From an optimization exercise on the open Yosys and OpenROAD flow, aimed at small area; shortcuts taken in it are not production practice.
The RTL was checked by simulation tests, not by an equivalence proof against the original design.
Power is estimated from default activity; no workload was simulated.

$ cat flow/config.mk
export PLATFORM = sky130hd
export DESIGN_NAME = car_dashboard_top
export DESIGN_NICKNAME = car_dashboard_top
export VERILOG_FILES = /design/flow/design.v
export SDC_FILE = /design/flow/constraint.sdc
export NUM_CORES = 4
export LEC_CHECK = 0
export CAP_MARGIN = 20
export CORE_MARGIN = 2
export CORE_UTILIZATION = 40
export SLEW_MARGIN = 20
$ cat flow/constraint.sdc
create_clock -name core_clock -period 120.0 [get_ports {clk_50mhz}]
set_input_delay 24.0000 -clock core_clock [delete_from_list [all_inputs] [get_ports {clk_50mhz}]]
set_output_delay 24.0000 -clock core_clock [all_outputs]
set_load 0.01 [all_outputs]
$ cat flow/design.v
module car_dashboard_top (
    input  wire clk_50mhz,
    input  wire dip_sw8_reset,
    input  wire [5:0] dip_sw_gears,
    input  wire key_accel_n,
    input  wire key_brake_n,
    output wire [7:0] led_rpm,
    output wire [7:0] seg_single,
    output wire [7:0] ar_seg,
    output wire [7:0] ar_sel,
    output wire servo_ctrl,
    output wire piezo_out,
    output wire f_led1_r,
    output wire f_led1_g,
    output wire f_led1_b,
    output wire f_led2_r,
    output wire f_led2_g,
    output wire f_led2_b,
    output wire f_led3_r,
    output wire f_led3_g,
    output wire f_led3_b,
    output wire f_led4_r,
    output wire f_led4_g,
    output wire f_led4_b
);
    wire clk = clk_50mhz;
    wire rst = dip_sw8_reset;
    reg [6:0] c_lo;
    reg [6:0] c_hi;
    wire tick_1k = (c_lo == 7'd0);
    wire tick_10 = tick_1k & (c_hi == 7'd99);
    always @(posedge clk or posedge rst) begin
        if (rst) begin
            c_lo <= 7'd100;
            c_hi <= 7'd0;
        end else begin
            c_lo <= tick_1k ? 7'd99 : c_lo - 7'd1;
            if (tick_1k)
                c_hi <= (c_hi == 7'd99) ? 7'd0 : c_hi + 7'd1;
        end
    end
    reg [1:0] a_sync, b_sync;
    reg       a_st, b_st;
    reg [2:0] a_cnt, b_cnt;
    always @(posedge clk or posedge rst) begin
        if (rst) begin
            a_sync <= 2'b00;
            b_sync <= 2'b00;
            a_st   <= 1'b0;
            b_st   <= 1'b0;
            a_cnt  <= 3'd0;
            b_cnt  <= 3'd0;
        end else begin
            a_sync <= {a_sync[0], ~key_accel_n};
            b_sync <= {b_sync[0], ~key_brake_n};
            if (tick_1k) begin
                if (a_sync[1] == a_st) begin
                    a_cnt <= 3'd0;
                end else if (a_cnt == 3'd5) begin
                    a_st  <= ~a_st;
                    a_cnt <= 3'd0;
                end else begin
                    a_cnt <= a_cnt + 3'd1;
                end
                if (b_sync[1] == b_st) begin
                    b_cnt <= 3'd0;
                end else if (b_cnt == 3'd5) begin
                    b_st  <= ~b_st;
                    b_cnt <= 3'd0;
                end else begin
                    b_cnt <= b_cnt + 3'd1;
                end
            end
        end
    end
    reg [2:0] gear_sw;
    always @(*) begin
        casez (dip_sw_gears)
            6'b1?????: gear_sw = 3'd6;
            6'b01????: gear_sw = 3'd5;
            6'b001???: gear_sw = 3'd4;
            6'b0001??: gear_sw = 3'd3;
            6'b00001?: gear_sw = 3'd2;
            6'b000001: gear_sw = 3'd1;
            default:   gear_sw = 3'd0;
        endcase
    end
    wire [2:0] gear = rst ? 3'd0 : gear_sw;
    reg [8:0] speed;
    reg [2:0] gear_l;
    reg [3:0] astep, bstep;
    reg [8:0] gmax;
    always @(*) begin
        case (gear_sw)
            3'd1: begin astep = 4'd2; bstep = 4'd4; gmax = 9'd30;  end
            3'd2: begin astep = 4'd3; bstep = 4'd5; gmax = 9'd70;  end
            3'd3: begin astep = 4'd4; bstep = 4'd6; gmax = 9'd130; end
            3'd4: begin astep = 4'd5; bstep = 4'd7; gmax = 9'd200; end
            3'd5: begin astep = 4'd6; bstep = 4'd7; gmax = 9'd300; end
            3'd6: begin astep = 4'd6; bstep = 4'd8; gmax = 9'd400; end
            default: begin astep = 4'd0; bstep = 4'd8; gmax = 9'd400; end
        endcase
    end
    wire [8:0] s_add = speed + astep;
    wire [8:0] s_lim = (speed < gmax) ? gmax : 9'd400;
    reg  [8:0] next_speed;
    always @(*) begin
        if (b_st)
            next_speed = (speed <= bstep) ? 9'd0 : speed - bstep;
        else if (a_st)
            next_speed = (s_add >= s_lim) ? s_lim : s_add;
        else
            next_speed = (speed != 9'd0) ? speed - 9'd1 : 9'd0;
    end
    always @(posedge clk or posedge rst) begin
        if (rst) begin
            speed  <= 9'd0;
            gear_l <= 3'd0;
        end else if (tick_10) begin
            speed  <= next_speed;
            gear_l <= gear_sw;
        end
    end
    reg [21:0] rc;
    always @(*) begin
        case (gear_l)
            3'd1: rc = 22'd2901935;
            3'd2: rc = 22'd1765342;
            3'd3: rc = 22'd1136591;
            3'd4: rc = 22'd806093;
            3'd5: rc = 22'd669057;
            default: rc = 22'd580387;
        endcase
    end
    wire [30:0] rp = speed * rc;
    wire [15:0] rq = rp[30:15];
    wire [12:0] rpm = (gear_l == 3'd0 || rq < 16'd800) ? 13'd800 :
                      (rq > 16'd8000) ? 13'd8000 : rq[12:0];
    assign led_rpm = {rpm >= 13'd7800, rpm >= 13'd7200, rpm >= 13'd6500, rpm >= 13'd5500,
                      rpm >= 13'd4000, rpm >= 13'd2500, rpm >= 13'd1000, 1'b1};
    wire col_r = (rpm >= 13'd5500);
    wire col_g = (rpm < 13'd7000);
    wire col_b = (rpm < 13'd5500);
    assign {f_led1_r, f_led1_g, f_led1_b} = {col_r, col_g, col_b};
    assign {f_led2_r, f_led2_g, f_led2_b} = {col_r, col_g, col_b};
    assign {f_led3_r, f_led3_g, f_led3_b} = {col_r, col_g, col_b};
    assign {f_led4_r, f_led4_g, f_led4_b} = {col_r, col_g, col_b};
    function [7:0] seg7;
        input [3:0] v;
        begin
            case (v)
                4'd0: seg7 = 8'b0011_1111;
                4'd1: seg7 = 8'b0000_0110;
                4'd2: seg7 = 8'b0101_1011;
                4'd3: seg7 = 8'b0100_1111;
                4'd4: seg7 = 8'b0110_0110;
                4'd5: seg7 = 8'b0110_1101;
                4'd6: seg7 = 8'b0111_1101;
                4'd7: seg7 = 8'b0000_0111;
                4'd8: seg7 = 8'b0111_1111;
                4'd9: seg7 = 8'b0110_1111;
                default: seg7 = 8'b1111_1111;
            endcase
        end
    endfunction
    assign seg_single = seg7({1'b0, gear});
    reg [1:0] disp;
    reg [3:0] dig;
    wire [3:0] d_hun = speed / 100;
    wire [3:0] d_ten = (speed / 10) % 10;
    wire [3:0] d_one = speed % 10;
    wire [3:0] d_sel = (disp == 2'd1) ? d_ten : (disp == 2'd2) ? d_one : d_hun;
    always @(posedge clk or posedge rst) begin
        if (rst) begin
            disp <= 2'd0;
            dig  <= 4'd15;
        end else if (tick_1k) begin
            disp <= (disp == 2'd3) ? 2'd1 : disp + 2'd1;
            dig  <= d_sel;
        end
    end
    assign ar_seg = seg7(dig);
    assign ar_sel = {disp != 2'd3, disp != 2'd2, disp != 2'd1, 5'b11111};
    wire [6:0] sv_r = rpm / 80;
    wire [4:0] h20 = c_hi % 20;
    assign servo_ctrl = (h20 == 5'd0) |
                        ((h20 == 5'd1) & ({1'b0, c_lo} + {1'b0, sv_r} >= 8'd101)) |
                        ((h20 == 5'd19) & tick_1k);
    wire [8:0] pf = 9'd50 + (rpm * 9) / 160;
    wire [9:0] pd = 50000 / pf;
    reg  [9:0] pc;
    reg        pp;
    reg        pz;
    wire [9:0] pc_inc = pc + 10'd1;
    always @(posedge clk or posedge rst) begin
        if (rst) begin
            pc <= 10'd0;
            pp <= 1'b0;
            pz <= 1'b0;
        end else begin
            pc <= pp ? 10'd0 : pc_inc;
            pp <= ~pp & (pc_inc >= pd);
            pz <= pz ^ pp;
        end
    end
    assign piezo_out = pz;
endmodule
$ cat flow/run.sh
#!/bin/bash
# synth_recipe.tcl (not shown) runs the flow's synth.tcl, then flattens the netlist and writes it again
# the make line also repeats each setting of config.mk as NAME=value (left out here)
make -C /OpenROAD-flow-scripts/flow DESIGN_CONFIG=/design/flow/config.mk WORK_HOME=/design/flow/orfs CLKGATE_MAP_FILE= SYNTH_SCRIPT=/design/flow/synth_recipe.tcl finish
==> impl_metrics.tcl <==
set metrics [dict create \
    critical_path.startpoint_type "register" \
    worstPathRequired_ns 120.21 \
    die_x_um 309.9 \
    design_power_mw 0.04211 \
    number_of_enable_type_register_cells_in_the_synthesized_netlist 0 \
    post-cts-setup-buffers 0 \
    post_synth.cell_area_avg_sq_um 7.083 \
    grt.overflow.total 0 \
    path_clk_slew_ns 0.08 \
    grt_pass1_vias 36222 \
    timing.rr.start "gear_l[1]" \
    grt_max_degree 60 \
    first_iter_violations 3290 \
    final_routed_drc_violation_total 0 \
    num_io_pins 56 \
    worstSetupStartpoint "gear_l[1]" \
    largest_buffer_count_on_any_clock_path 2 \
    ctsResizeCount 0 \
    setup-violations-final 0 \
    synth_seq_cells 56 \
    post-synth-top-area-cell "ha_1" \
    tritoncts "yes" \
    route.detailed.wl_per_inst_um 17.70 \
    leakage_nw 18.85 \
    skew_ns 0.01222 \
    drt_pre_antenna_iters 6 \
    synth-async-reset-ratio_pct 100.0 \
    yosysWarnings 1 \
    antenna_found_initial 0 \
    place.detailed.instances 6420 \
    setup.worst_path.class "reg -> reg" \
    peakVddDrop_mv 0.005371 \
    critPathArrivalTime_ns 107.41 \
    post-synth-top-area-fraction_pct 12.57 \
    fin_cells 6430 \
    highest_attainable_clock_frequency_mhz 9.328 \
    yosys-top-cells-area "ha_1 (13%), fa_1 (7.6%), a21oi_1 (5.2%)" \
    cp_common_cell "a21o_1" \
    numCtsBuffers 5 \
    synth.yosys.seq_area_share_pct 3.768 \
    hp-class "reg -> reg" \
    synth_cells 5283 \
    finalNetCount 5703 \
    hold_path_startpoint "a_sync[0]" \
    timing.final.hold_violations 0 \
    max-cap-violations 0 \
    initial_utilization_pct 40.21 \
    synth_ff_type "dfrtp_1" \
    max-slew-margin-rel_pct 32.15 \
    result_of_the_run "finished clean" \
    dr_total_vias 39025 \
    clock-root-buffer "clkbuf_16" \
    drive_above_1_share_pct 5.931 \
    critical_path.slowest_cell "or4_1" \
    multi_input_area_sq_mm 0.03386 \
    yosysUniqueCellTypes 147 \
    transition_time_of_the_tightest_slew_check_pin_ns 1.018 \
    die_area_sq_mm 0.09601 \
    finalWorstPathRequiredPeriod_ns 107.20 \
    synth.most_common_cell "nand2_1" \
    setup_repair_after_global_routing_missed_its_margin "false" \
    globalplace.congestion 0.9311 \
    io_buffer_count 48 \
    clock_sink_count 56 \
    vias_per_cell 6.069 \
    gr-usage-all-layers_pct 22.84 \
    maxSlewViolCount 0 \
    die-height_um 309.9 \
    combined_flip_flop_and_latch_cell_area_sq_mm 0.001410 \
    place_hpwl_mm 90.41 \
    htreeDepth 2 \
    crit_path_end_kind "register" \
    area_growth_pct 4.417 \
    critical-path-max-stage-delay_ns 0.95 \
    antenna_left 0 \
    power_density_mw_per_mm2 1.078 \
    grt_pass1_wl_mm 185.1 \
    antenna_cells 0 \
    fin_crit_sh_pct 89.33 \
    clk-insertion-delay-late_ns 0.35 \
    cts.hold.buffers_added 0 \
    coreArea_sq_mm 0.09305 \
    setup_total_negative_slack_ns 0 \
    cell_area_synth_sq_mm 0.03742 \
    fillerInstances 9861 \
    crit_fanout 41 \
    wirelength_routed_mm 113.8 \
    floorplan.rows 112 \
    synth_commonest_cells "nand2_1 (507), nor2_1 (468), a21oi_1 (387)" \
]
layout by cell type (no fill, tap or decap), drive strengths merged, types with 36 or more instances in the layout:
cell type      netlist  final
o21a                95     95
and3                64     64
or3                 49     49
nand2              511    511
a31oi               71     71
nor4                51     51
a211oi              79     79
dfrtp               49     49
fa                 142    142
inv                350    351
or2                 56     56
buf                 79     36
o211ai              50     50
o31ai               82     82
ha                 376    376
nor2               472    472
nand4               57     57
nor3               189    189
o21ai              334    334
and2                97     97
a21oi              392    392
clkdlybuf4s50        0     48
mux2i               55     55
nand2b             103    103
xnor2              185    185
a21o               220    220
xor2               111    111
nor2b               56     56
mux2                50     50
nand3              174    174
report_power, final:
group	switching [mW]	internal (mW)	total [mW]	leakage, nW
registers	0.0000337	0.0189	0.0190	0.682
logic	0.00378	0.00263	0.00642	18.1
clock network	0.00884	0.00788	0.0167	0.0742
worst paths after layout:
path                                  end  slack (ns)  cells after the start
min in group asynchronous        speed[5]       24.33                      3
worst max register to register         pp       12.80                    476
max in group asynchronous              pz       95.08                      3
worst min-delay path            a_sync[1]        0.36                      0
worst max-delay path                   pp       12.80                    476
worst min register to register  a_sync[1]        0.36                      0
logic make-up after synthesis:
kind of cell	count (synthesis)	share of synthesized area [%]
and+or+nand+nor	2019	28.02
AOI/OAI and AO/OA	1724	31.85
buffers and inverters	558	6.025
adders and majority gates	523	20.30
xor gates and xnor gates	296	7.008
muxes	105	3.006
DFF	56	3.768
other	2	0.02007
layout make-up:
| type | instances | area share [%] |
|---|---|---|
| multi-input combinational | 4674 | 86.66 |
| tap | 1254 | 4.016 |
| sequential | 56 | 3.609 |
| inverter | 352 | 3.388 |
| timing repair buffer | 86 | 1.953 |
| clock buffer | 5 | 0.3202 |
| clock inverter | 3 | 0.05764 |
metrics by stage:
stage	setup slack [ns]	area, sq um	hold WS (ns)	util, %
5_1_grt	2.036	39070	0.3690	41.99
3_3_place_gp	17.13	38910	0.3371	41.82
3_5_place_dp	14.31	38910	0.3497	41.82
2_1_floorplan	24.43	37440	0.3312	-
4_1_cts	13.84	39060	0.3681	41.98
6_report	12.80	39070	0.3595	41.99
per-layer routing:
layer  share of wire (%)  track usage, %
met4                 2.1           5.449
met1                  46           30.88
met3                 4.5           1.619
met2                  47           39.43
met5                   0               0
state kept, by name, indices dropped and copies added, names as in the netlist:
register / cells
pc: 10
c_hi: 7
dig: 4
a_cnt: 3
b_sync: 2
speed: 9
c_lo: 7
a_st: 1
b_st: 1
disp: 2
pz: 1
pp: 1
b_cnt: 3
gear_l: 3
a_sync: 2
worst max-delay path, delay by kind of cell (launching register included):
family	cells	cell delay, ns
buffers and inverters	20	3.27
multiplexers	6	1.64
AO/OA/AOI/OAI	249	51.06
flip-flops	1	0.77
AND/OR/NAND/NOR	161	35.96
adder cells (fa/ha/maj)	40	14.06

==> port drivers added, routing unchanged <==
How much do the figures lean on ideal ports? The routed layout below was timed once more, with nothing changed but the port constraints. Step 1, drivers: a clkbuf_16 drives clk_50mhz and a buf_2 each remaining input, both assumed. Step 2, shift: input delay + t, output delay - t, t = (earliest + latest rising clock arrival at the registers) / 2. This alone moves slack from input paths to output paths. a / b / c = no drivers / after step 1 / after step 2; a / b = the first two.
t, ns: 0.392
setup slack, ns: 12.801 / 12.801 / 12.801
worst hold slack (ns): 0.360 / 0.360 / 0.360
worst setup path at the end: register to register
After both steps this run still meets setup and hold. The setup slack of this run moves by 0.000 ns with the drivers and by 0.000 ns with both steps.
